Context: an optimization exercise on an open-source flow, tuned for small area, a short achievable clock period and few clock cycles per item. The choices shown serve that exercise and are no tape-out recipe. The RTL was checked by simulation tests, not by an equivalence proof against the original design.

==> flow/design.v (excerpt) <==
module des(ck,rst,keyin,k,datin,p,e,f,ev,rdy);
    input   ck, keyin, datin;
    input   f;
    input   [64:1]  p, k;
    output  [64:1]  e;
    input   rst;
    output  ev, rdy;
    assign rdy = 1'b1;
    wire [56:1] kp = {k[4],k[12],k[20],k[28],k[5],k[13],k[21],k[29],k[37],k[45],k[53],k[61],k[6],k[14],k[22],k[30],k[38],k[46],k[54],k[62],k[7],k[15],k[23],k[31],k[39],k[47],k[55],k[63],k[36],k[44],k[52],k[60],k[3],k[11],k[19],k[27],k[35],k[43],k[51],k[59],k[2],k[10],k[18],k[26],k[34],k[42],k[50],k[58],k[1],k[9],k[17],k[25],k[33],k[41],k[49],k[57]};
    reg [56:1] ne, nd;
    always @(posedge ck) begin
        if (keyin) begin
            ne <= ~(kp & {56{f}});
            nd <= ~(kp & {56{~f}});
        end
    end
    wire [48:1] ka1 = {ne[33], ne[30], ne[37], ne[51], ne[43], ne[47], ne[54], ne[35], ne[29], ne[40], ne[50], ne[45], ne[49], ne[34], ne[46], ne[52], ne[41], ne[31], ne[56], ne[48], ne[38], ne[32], ne[53], ne[42], ne[3], ne[14], ne[21], ne[28], ne[8], ne[17], ne[9], ne[27], ne[5], ne[13], ne[20], ne[24], ne[11], ne[22], ne[7], ne[16], ne[1], ne[4], ne[6], ne[2], ne[25], ne[12], ne[18], ne[15]};
    wire [48:1] kb1 = {nd[32], nd[29], nd[36], nd[50], nd[42], nd[46], nd[53], nd[34], nd[56], nd[39], nd[49], nd[44], nd[48], nd[33], nd[45], nd[51], nd[40], nd[30], nd[55], nd[47], nd[37], nd[31], nd[52], nd[41], nd[2], nd[13], nd[20], nd[27], nd[7], nd[16], nd[8], nd[26], nd[4], nd[12], nd[19], nd[23], nd[10], nd[21], nd[6], nd[15], nd[28], nd[3], nd[5], nd[1], nd[24], nd[11], nd[17], nd[14]};
  ...
clock: 60.0 ns
lec_check: 0
abc_area: 1
cap_margin: 20
core_margin: 2
core_utilization: 60
cts_cluster_diameter: 120
cts_cluster_size: 32
slew_margin: 20
synth_hierarchical: 1
standard.sh (not shown) runs the stock make flow with config.mk's settings and CLKGATE_MAP_FILE= SYNTH_SCRIPT=/design/flow/synth_recipe.tcl, a recipe that flattens the netlist after the stock synthesis.
==> flow/flow/run.sh <==
#!/bin/bash
# Own flow: the standard layout (standard.sh), with two changes:
#  - synthesis maps combinational logic for area with ABC "strash; dch; map -a"
#    (flow/abc_own.script) and skips half-adder extraction; registers come out of the
#    standard synthesis steps unchanged;
#  - extra ORFS make variables from flow/make_args.txt (one NAME=value per line), for
#    example the cell used to buffer the ports.
set -euo pipefail
W=$PWD
rm -rf "$W/scripts_own"
cp -r "$FLOW_HOME/scripts" "$W/scripts_own"
cp "$W/flow/abc_own.script" "$W/scripts_own/abc_area.script"
ARGS=()
if [[ -f "$W/flow/make_args.txt" ]]; then
  while IFS= read -r line; do
    [[ -z "$line" || "$line" == \#* ]] && continue
    ARGS+=("$line")
  done < "$W/flow/make_args.txt"
fi
bash standard.sh synth SCRIPTS_DIR="$W/scripts_own" ABC_AREA=1 ADDER_MAP_FILE= "${ARGS[@]}" > "$W/own_synth.log" 2>&1
bash standard.sh finish "${ARGS[@]}" > "$W/own_layout.log" 2>&1
==> flow/flow/abc_own.script <==
strash
dch
map -a
topo
==> flow/flow/make_args.txt <==
BUFFER_PORTS_ARGS=-buffer_cell sky130_fd_sc_hd__buf_2
SETUP_SLACK_MARGIN=47
SYNTH_ARGS=-noabc
Testbench counts at the start, summed over its fixed seeds: cycles 4,256, items 4,096.
Edit:
Settings changed: CTS_BUF_LIST set to sky130_fd_sc_hd__clkbuf_8, CTS_CLUSTER_DIAMETER 120 to 80, CTS_CLUSTER_SIZE 32 to 16.
Hold slack is about the same.
Fmax came out lower by 1.1%.
Synthesized area does not change.
Final area came out lower by 0.42%.
Final cell count came out higher by 0.38%.
Wire length came out lower by 0.31%.
Core utilization came out lower by 0.28 points.
Edit:
Settings changed: CTS_BUF_LIST sky130_fd_sc_hd__clkbuf_8 to unset, CTS_CLUSTER_DIAMETER 80 to 100, CTS_CLUSTER_SIZE 16 to 24.
=> Sequential share of layout area stays flat. Synthesized cell count is unchanged. Clock skew fell by 0.024 ns. Non-clock buffer count rose by 2. Utilization barely changes. Cell area is about the same. Count of clock-buffer cells in the layout fell by 9. Worst setup slack gains 0.15 ns. Die area does not change.

## static timing again, ports no longer ideal
How much do the figures lean on ideal ports? The routed layouts below were timed once more, with nothing changed but the port constraints.
Step 1: set_driving_cell puts a clkbuf_16 on ck and a buf_2 on each other input, an assumption about the parent block.
Step 2 times the ports against the registers' clock, not the clock port: input delays grow and output delays shrink by t, the midpoint of the rising clock arrivals with the driver on.
a / b / c = no drivers / after step 1 / after step 2; a / b = the first two.
| run | t, ns | slack for setup (ns) | hold slack, ns | worst setup path at the end | worst data-port slew with drivers (ns) |
|---|---|---|---|---|---|
| the first run | 0.766 | 46.849 / 46.767 / 46.347 | 0.408 / 0.408 / 0.408 | input to register | 0.04 |
| the second run | 0.909 | 46.704 / 46.623 / 46.353 | 0.409 / 0.409 / 0.409 | input to register | 0.04 |
| the third run | 0.773 | 46.851 / 46.766 / 46.476 | 0.406 / 0.406 / 0.406 | input to register | 0.04 |
After both steps setup and hold are still met in every run listed. The setup slack of the first run, which loses most, moves by -0.082 ns with the drivers and by -0.502 ns with both steps.
